From an optimization exercise on the open Yosys and OpenROAD flow, aimed at small area, a short achievable clock period and few clock cycles; shortcuts taken in it are not production practice.
RTL that was checked went through simulation tests only; none was proved equivalent to the original.
Power is estimated from default activity; no workload was simulated.

run a:
## Integrate
module Integrate(
input clock,
input reset,enter,
input [7:0]Nin,
input prog_we,
input [4:0]prog_addr,
input [7:0]prog_data,
output halt,
output [7:0]Nout,
output inwait
);
Size in the first run: about 1100 cells after synthesis, about 35 I/O pins.
export LEC_CHECK = 0
export CAP_MARGIN = 20
export CORE_MARGIN = 2
export CORE_UTILIZATION = 40
export CTS_CLUSTER_DIAMETER = 100
export CTS_CLUSTER_SIZE = 30
export SETUP_SLACK_MARGIN = 2.4
export SLEW_MARGIN = 20
create_clock -name core_clock -period 5.0 [get_ports {clock}]
run.sh (not shown) runs the stock make flow with config.mk's settings and CLKGATE_MAP_FILE= SYNTH_SCRIPT=/design/flow/synth_recipe.tcl, a recipe that flattens the netlist after the stock synthesis.
Run a finished every stage and its layout cleared the timing, design-rule and antenna checks.
Testbench counts of run a, summed over its fixed seeds: cycles 11,113.
## Diff of input files: run b against run a
-- flow/config.mk --
<<< run a, line 9
export CORE_MARGIN = 2
export CORE_UTILIZATION = 40
export CTS_CLUSTER_DIAMETER = 100
export CTS_CLUSTER_SIZE = 30
export SETUP_SLACK_MARGIN = 2.4
export SLEW_MARGIN = 20
>>> run b, line 9
export CORE_MARGIN = 2
export CORE_UTILIZATION = 40
export SETUP_SLACK_MARGIN = 2.0
export SLEW_MARGIN = 20
Notes after the runs:
Relative to run a, the routed length on met3 measured on run b has increased by a few percent. Run b vs run a on worst-case vdd ir drop: run b is the higher one. Number of nets in the final layout: run b < run a. The power dissipated in combinational cells in run b was lower than what run a gave.

---

Integrate, a different RTL version from the one above (not shown whole).
For scale: roughly 1200 cells after synthesis, roughly 35 I/O pins, about 17000 um2 of cells after synthesis.
Settings: LEC_CHECK=0, CAP_MARGIN=20, CORE_MARGIN=2, CORE_UTILIZATION=40, CTS_CLUSTER_DIAMETER=100, CTS_CLUSTER_SIZE=26, SETUP_SLACK_MARGIN=2.4, SLEW_MARGIN=20; clock period 5.0 ns.
Edit:
==> flow/flow/run.sh (new file) <==
#!/bin/bash
# The standard layout, with two resizer settings changed: gates may be resized
# to any drive strength (not only within one footprint), and the port buffers
# are plain buf_2 cells.  Each tool's output is in the ORFS logs under orfs/;
# make's own output goes to standard.log.
bash standard.sh MATCH_CELL_FOOTPRINT=0 "BUFFER_PORTS_ARGS=-buffer_cell sky130_fd_sc_hd__buf_2" finish > standard.log 2>&1
==> flow/standard.sh (new file) <==
#!/bin/bash
# synth_recipe.tcl (not shown) runs the flow's synth.tcl, then flattens the netlist and writes it again
# the make line also repeats each setting of config.mk as NAME=value (left out here)
make -C /OpenROAD-flow-scripts/flow DESIGN_CONFIG=/design/flow/config.mk WORK_HOME=/design/flow/orfs CLKGATE_MAP_FILE= SYNTH_SCRIPT=/design/flow/synth_recipe.tcl "${@:-finish}"
removed: flow/run.sh
Outcome: First-iteration DRC count shrinks by roughly a tenth. Synthesized area is unchanged. Routed wire length shrinks slightly. Fmax shrinks slightly. Cell area shrinks slightly. Final cell count shrinks slightly. Clock power barely changes. Combinational power shrinks by a few percent. Critical path depth grows by 5. Non-clock buffer count shrinks by 9. Clock-buffer cell count grows by 6.
Edit:
==> flow/run.sh (new file) <==
#!/bin/bash
# synth_recipe.tcl (not shown) runs the flow's synth.tcl, then flattens the netlist and writes it again
# the make line also repeats each setting of config.mk as NAME=value (left out here)
make -C /OpenROAD-flow-scripts/flow DESIGN_CONFIG=/design/flow/config.mk WORK_HOME=/design/flow/orfs CLKGATE_MAP_FILE= SYNTH_SCRIPT=/design/flow/synth_recipe.tcl finish
Settings changed: SETUP_SLACK_MARGIN 2.4 to 2.9.
removed: flow/flow/run.sh
removed: flow/standard.sh
Result:
- The changed run went through all stages and came out clean
- hold slack barely changes
- final cell count increases by 8.6%
- global-route usage increases by 2.4 points
- non-clock buffer count increases by 161
- setup slack improved by 29 ps
- clock skew increases by 5.1 ps
- area after synthesis does not change
Function was not checked in any run of this note: the RTL went through the layout flow alone.

---

Another version of the RTL of Integrate (not shown whole).
For scale: roughly 1,200 cells after synthesis, ~310 flip-flops, ~0.017 mm2 of cells after synthesis.
==> flow/design.v (excerpt) <==
module Integrate(
input clock,
input reset,enter,
input [7:0]Nin,
input prog_we,
input [4:0]prog_addr,
input [7:0]prog_data,
output halt,
output [7:0]Nout,
output inwait
);
clock: 5.0 ns
lec_check: 0
cap_margin: 20
core_margin: 2
core_utilization: 40
cts_cluster_diameter: 100
cts_cluster_size: 26
setup_slack_margin: 2.6
slew_margin: 20
standard.sh (not shown) runs the stock make flow with config.mk's settings and CLKGATE_MAP_FILE= SYNTH_SCRIPT=/design/flow/synth_recipe.tcl, a recipe that flattens the netlist after the stock synthesis.
==> flow/flow/run.sh <==
#!/bin/bash
# The standard layout, with two resizer settings changed: gates may be resized
# to any drive strength (not only within one footprint), and the port buffers
# are plain buf_2 cells.  Each tool's output is in the ORFS logs under orfs/;
# make's own output goes to standard.log.
bash standard.sh MATCH_CELL_FOOTPRINT=0 "BUFFER_PORTS_ARGS=-buffer_cell sky130_fd_sc_hd__buf_2" finish > standard.log 2>&1
Testbench counts at the start, summed over its fixed seeds: cycles 11,140.
==> next run, changes <==
--- a/flow/config.mk
+++ b/flow/config.mk
@@ -13 +13 @@
-export SETUP_SLACK_MARGIN = 2.6
+export SETUP_SLACK_MARGIN = 2.2
After rerunning: The new run finished clean; sequential power goes up by about 4%; fmax decreases by 10%; worst hold slack improved by 0.13 ns.
==> next run, changes <==
==> flow/run.sh (new file) <==
#!/bin/bash
# synth_recipe.tcl (not shown) runs the flow's synth.tcl, then flattens the netlist and writes it again
# the make line also repeats each setting of config.mk as NAME=value (left out here)
make -C /OpenROAD-flow-scripts/flow DESIGN_CONFIG=/design/flow/config.mk WORK_HOME=/design/flow/orfs CLKGATE_MAP_FILE= SYNTH_SCRIPT=/design/flow/synth_recipe.tcl finish
--- a/flow/config.mk
+++ b/flow/config.mk
@@ -13 +13 @@
-export SETUP_SLACK_MARGIN = 2.2
+export SETUP_SLACK_MARGIN = 2.8
removed: flow/flow/run.sh
removed: flow/standard.sh
Outcome:
- The changed run finished with timing, DRC and antenna clean
- core utilization goes up by 7.4 points
- non-clock buffer count goes up by 149
- via count grows by a few percent
- routed wire length goes up by a little under a tenth
- combinational power increases by a quarter to a third
- setup slack improves by 0.26 ns
- critical path depth climbs by 1
- sequential power goes down by a few percent

---

Integrate with an RTL version that a note above also has.
export LEC_CHECK = 0
export CAP_MARGIN = 20
export CORE_MARGIN = 2
export CORE_UTILIZATION = 40
export SETUP_SLACK_MARGIN = 2.8
export SLEW_MARGIN = 20
create_clock -name core_clock -period 5.0 [get_ports {clock}]
run.sh (not shown) runs the stock make flow with config.mk's settings and CLKGATE_MAP_FILE= SYNTH_SCRIPT=/design/flow/synth_recipe.tcl, a recipe that flattens the netlist after the stock synthesis.
Stock flow here: none of the scripts above is used.
Testbench counts at the start, summed over its fixed seeds: cycles 11,113.
Then changed:
Settings changed: CTS_BUF_LIST set to sky130_fd_sc_hd__clkbuf_4 sky130_fd_sc_hd__clkbuf_8, SETUP_SLACK_MARGIN 2.8 to 2.4.
What happened: The changed run went through all stages and came out clean. Design area decreases by roughly a tenth. Combinational power decreases by about a fifth. Final cell count decreases slightly. Via count decreases by a few percent. Clock power decreases by about a fifth. Synthesized area does not change. Global-route usage decreases by 0.98 points. Worst setup slack is worse by 0.075 ns. Maximum frequency decreases by a few percent. Critical path depth increases by 7.

---

Setup of P:
The RTL this note starts from:
==> flow/design.v <==
module Integrate(
input clock,
input reset,enter,
input [7:0]Nin,
input prog_we,
input [4:0]prog_addr,
input [7:0]prog_data,
output halt,
output [7:0]Nout,
output inwait
);
reg [7:0] mem [0:31];
reg [4:0] FA;       
reg [4:0] OA;       
reg [7:0] IR;       
reg       iok;      
reg [7:0] XI;       
reg       vX;       
reg [7:0] OPR;      
reg       tk;       
reg       df;       
reg       ok;       
reg       inr;      
reg       started;  
reg [7:0] A;
reg       Z;        
wire [2:0] xop = XI[7:5];
wire [4:0] xa  = XI[4:0];
reg       halt_r, inwait_r;
assign halt   = halt_r;
assign inwait = inwait_r;
assign Nout   = A;
wire stall  = vX & ((xop == 3'd7) | ((xop == 3'd4) & ~(enter & started)));
wire xstore = vX & (xop == 3'd1) & reset;
reg [7:0] An;
reg       Zn;
wire [7:0] axo = A ^ OPR;
wire [7:0] aor = A | OPR;
wire       sum0 = (axo == {aor[6:0], 1'b0});
function [4:0] inc5;
	input [4:0] x;
	inc5 = {x[4] ^ (&x[3:0]), x[3] ^ (&x[2:0]), x[2] ^ (&x[1:0]), x[1] ^ x[0], ~x[0]};
endfunction
wire       xas = vX & ((xop == 3'd2) | (xop == 3'd3));
wire       xin = vX & (xop == 3'd4);
wire       xld = vX & (xop == 3'd0);
reg        Sf;
always @* begin
	Sf = A[7];
	if (vX)
		case (xop)
		3'd0: Sf = OPR[7];
		3'd4: Sf = Nin[7];
		default: ;
		endcase
end
always @* begin
	An = A;
	Zn = Z;
	if (vX)
		case (xop)
		3'd0: begin An = OPR; Zn = (OPR == 8'd0); end
		3'd2: begin An = A + OPR; Zn = sum0; end
		3'd3: begin An = A - OPR; Zn = (A == OPR); end
		3'd4: if (enter & started) begin An = Nin; Zn = (Nin == 8'd0); end
		default: ;
		endcase
end
wire [7:0] Oi    = tk ? OPR : IR;
wire       vO    = tk | iok;
wire       hzn   = vO & (Oi[7:5] == 3'd1) & (Oi[4:0] == FA);
wire       tkn   = vO & ~xas & (((Oi[7:5] == 3'd5) & ~xin & ~xld & Z) | ((Oi[7:5] == 3'd6) & ~Sf));
wire       dfn   = vO & ((xas & ((Oi[7:5] == 3'd5) | (Oi[7:5] == 3'd6))) | ((xin | xld) & (Oi[7:5] == 3'd5)));
wire       mis   = df & ((xop == 3'd5) ? Z : ~A[7]);
wire [4:0] FAn   = tkn ? inc5(Oi[4:0]) : (hzn ? FA : inc5(FA));
wire       wr0 = prog_we && prog_addr == 5'd0;
wire [7:0] w0 = wr0 ? prog_data : mem[0];
wire [7:0] w1 = (prog_we && prog_addr == 5'd1) ? prog_data : mem[1];
wire       cap = prog_we && inr && prog_addr == xa;
wire       ok_n = ~wr0 & (cap | (ok & inr));
wire [7:0] opr_p = cap ? prog_data : OPR;
wire       tk_p = ok_n & ((xop == 3'd5) | (xop == 3'd6));
wire       hz_p = ok_n & (xop == 3'd1) & (xa == 5'd1);
wire [7:0] rdO   = mem[OA];
wire [7:0] rdF   = mem[FA];
wire       fwdO  = xstore && xa == OA;
wire       fwdF  = xstore && xa == FA;
wire       go    = reset & ~mis & ~stall;    
wire       ld    = ~reset;                   
wire       keep  = reset & ~go;              
wire [7:0] IR_d  = (rdF & {8{go & ~fwdF}}) | (A & {8{go & fwdF}})
                 | ((ok_n ? w1 : w0) & {8{ld}}) | (IR & {8{keep}});
wire [7:0] OPR_d = (rdO & {8{go & ~fwdO}}) | (A & {8{go & fwdO}})
                 | (opr_p & {8{ld}}) | (OPR & {8{keep}});
wire [4:0] OA_p  = tk_p ? opr_p[4:0] : ok_n ? w1[4:0] : w0[4:0];
wire       aO    = go & tkn & ~fwdO;
wire       aF    = go & ~tkn & ~fwdF;
wire       aA    = go & (tkn ? fwdO : fwdF);
wire [4:0] OA_d  = (rdO[4:0] & {5{aO}}) | (rdF[4:0] & {5{aF}}) | (A[4:0] & {5{aA}})
                 | (OA_p & {5{ld}}) | (OPR[4:0] & {5{reset & mis}}) | (OA & {5{reset & ~mis & stall}});
wire [4:0] waddr = prog_we ? prog_addr : xa;
wire [7:0] wdata = prog_we ? prog_data : A;
always @(posedge clock)
	if (prog_we | xstore)
		mem[waddr] <= wdata;
always @(posedge clock) begin
	inr <= ~reset;
	IR <= IR_d;
	OPR <= OPR_d;
	OA <= OA_d;
	if (!reset) begin
		ok <= ok_n;
		XI <= w0;
		vX <= ok_n;
		iok <= ~hz_p;
		tk <= tk_p;
		df <= 1'b0;
		FA <= tk_p ? inc5(xa) : (ok_n & ~hz_p) ? 5'd2 : 5'd1;
	end else if (mis) begin
		vX <= 1'b0;
		df <= 1'b0;
		tk <= 1'b1;
		iok <= 1'b1;
		FA <= inc5(xa);
	end else if (!stall) begin
		XI <= Oi;
		vX <= vO;
		iok <= ~hzn;
		tk <= tkn;
		df <= dfn;
		FA <= FAn;
	end
end
always @(posedge clock, negedge reset) begin
	if (!reset) begin
		started <= 1'b0;
		halt_r <= 1'b0;
		inwait_r <= 1'b0;
		A <= 8'd0;
		Z <= 1'b1;
	end else begin
		started <= 1'b1;
		if (mis) begin
			halt_r <= 1'b0;
			inwait_r <= 1'b0;
		end else if (stall) begin
			halt_r <= vX & (xop == 3'd7);
			inwait_r <= vX & (xop == 3'd4);
		end else begin
			halt_r <= vO & (Oi[7:5] == 3'd7);
			inwait_r <= vO & (Oi[7:5] == 3'd4);
		end
		A <= An;
		Z <= Zn;
	end
end
endmodule
==> flow/config.mk <==
export PLATFORM = sky130hd
export DESIGN_NAME = Integrate
export DESIGN_NICKNAME = Integrate
export VERILOG_FILES = /design/flow/design.v
export SDC_FILE = /design/flow/constraint.sdc
export NUM_CORES = 4
export LEC_CHECK = 0
export CAP_MARGIN = 20
export CORE_MARGIN = 2
export CORE_UTILIZATION = 50
export CTS_CLUSTER_DIAMETER = 100
export CTS_CLUSTER_SIZE = 24
export SETUP_SLACK_MARGIN = 2.4
export SLEW_MARGIN = 20
==> flow/constraint.sdc <==
create_clock -name core_clock -period 5.0 [get_ports {clock}]
set_input_delay 1.0000 -clock core_clock [delete_from_list [all_inputs] [get_ports {clock}]]
set_output_delay 1.0000 -clock core_clock [all_outputs]
set_load 0.01 [all_outputs]
P has completed all stages; timing, DRC and antenna checks passed.
Testbench counts of P, summed over its fixed seeds: cycles 11,140.
Here is what was changed in the inputs of Q compared with P.
# P
export LEC_CHECK = 0
export CAP_MARGIN = 20
export CORE_MARGIN = 2
export CORE_UTILIZATION = 50
export CTS_CLUSTER_DIAMETER = 100
export CTS_CLUSTER_SIZE = 24
export SETUP_SLACK_MARGIN = 2.4
export SLEW_MARGIN = 20
create_clock -name core_clock -period 5.0 [get_ports {clock}]
# Q
export LEC_CHECK = 0
export CAP_MARGIN = 20
export CORE_MARGIN = 2
export CORE_UTILIZATION = 45
export CTS_CLUSTER_DIAMETER = 100
export CTS_CLUSTER_SIZE = 26
export SETUP_SLACK_MARGIN = 2.4
export SLEW_MARGIN = 20
create_clock -name core_clock -period 5.0 [get_ports {clock}]
==> summary.txt <==
Compared with P, in Q setup slack lost 0.034 ns; met1 wire length went up about 0.8%. Compared with P, in Q standby leakage power flat, top achievable clock speed fell 1.3%, finished layout cell area did not really move, cell total after placement went up, total global-route track usage went down 3.1 points. Wire length per cell after detailed routing ends up higher on P.
## Diff of input files: R against Q
# Q
export LEC_CHECK = 0
export CAP_MARGIN = 20
export CORE_MARGIN = 2
export CORE_UTILIZATION = 45
export CTS_CLUSTER_DIAMETER = 100
export CTS_CLUSTER_SIZE = 26
export SETUP_SLACK_MARGIN = 2.4
export SLEW_MARGIN = 20
create_clock -name core_clock -period 5.0 [get_ports {clock}]
# R
export LEC_CHECK = 0
export CAP_MARGIN = 20
export CORE_MARGIN = 2
export CORE_UTILIZATION = 40
export CTS_CLUSTER_DIAMETER = 100
export CTS_CLUSTER_SIZE = 26
export SETUP_SLACK_MARGIN = 2.4
export SLEW_MARGIN = 20
create_clock -name core_clock -period 5.0 [get_ports {clock}]
==> flow/flow/run.sh (new file) <==
#!/bin/bash
# The standard layout, with two resizer settings changed: gates may be resized
# to any drive strength (not only within one footprint), and the port buffers
# are plain buf_2 cells.  Each tool's output is in the ORFS logs under orfs/;
# make's own output goes to standard.log.
bash standard.sh MATCH_CELL_FOOTPRINT=0 "BUFFER_PORTS_ARGS=-buffer_cell sky130_fd_sc_hd__buf_2" finish > standard.log 2>&1
==> flow/standard.sh (new file) <==
#!/bin/bash
# synth_recipe.tcl (not shown) runs the flow's synth.tcl, then flattens the netlist and writes it again
# the make line also repeats each setting of config.mk as NAME=value (left out here)
make -C /OpenROAD-flow-scripts/flow DESIGN_CONFIG=/design/flow/config.mk WORK_HOME=/design/flow/orfs CLKGATE_MAP_FILE= SYNTH_SCRIPT=/design/flow/synth_recipe.tcl "${@:-finish}"
removed: flow/run.sh
### Flow results
On fraction of met2 tracks used by global routing: between Q and R, it ends up lower for R. R against Q: utilization lower, fraction of power spent switching nets higher, proportion of cell area occupied by multi-input gates higher, sequential share of layout area higher, wire length on met2 lower. Setup slack in R is larger than in Q.

separate check: timing with driven ports:
No port has a modelled driver above. Below, the same layouts with a new extraction and two added sets of constraints. Step 1, drivers: a clkbuf_16 drives clock and a buf_2 each remaining input, both assumed. Step 2 also shifts input and output timing later by t, the mid clock arrival at the registers, as if the neighbouring blocks saw the same clock. Slacks: ideal / step 1 / step 2; pairs: ideal / step 1.
| run | t, ns | setup slack, ns | worst setup path after step 2 | clock arrival spread, ns |
|---|---|---|---|---|
| run a | 0.589 | 2.319 / 2.271 / 1.797 | input to register | 0.045 / 0.045 |
| run b | 0.584 | 2.012 / 2.042 / 1.458 | input to register | 0.019 / 0.020 |
| the first run of note 2 | 0.581 | 2.336 / 2.369 / 1.788 | input to register | 0.037 / 0.037 |
| the second run of note 2 | 0.579 | 2.296 / 2.296 / 1.728 | input to register | 0.019 / 0.019 |
| the third run of note 2 | 0.590 | 2.326 / 2.326 / 1.849 | input to register | 0.024 / 0.024 |
| the first run of note 3 | 0.581 | 2.448 / 2.285 / 1.704 | input to register | 0.034 / 0.034 |
| the second run of note 3 | 0.579 | 2.157 / 2.157 / 1.718 | input to register | 0.033 / 0.033 |
| the third run of note 3 | 0.583 | 2.418 / 2.313 / 1.731 | input to register | 0.035 / 0.035 |
| the first run of note 4 | 0.589 | 2.352 / 2.298 / 1.859 | input to register | 0.029 / 0.029 |
| the second run of note 4 | 0.669 | 2.277 / 2.237 / 1.697 | input to register | 0.037 / 0.036 |
| P | 0.582 | 2.396 / 2.373 / 1.837 | input to register | 0.044 / 0.044 |
| Q | 0.570 | 2.362 / 2.377 / 1.812 | input to register | 0.033 / 0.034 |
| R | 0.591 | 2.416 / 2.383 / 1.791 | input to register | 0.033 / 0.033 |
After both steps every run listed still meets setup and hold. The setup slack of the first run of note 3, which loses most, moves by -0.163 ns with the drivers and by -0.744 ns with both steps.
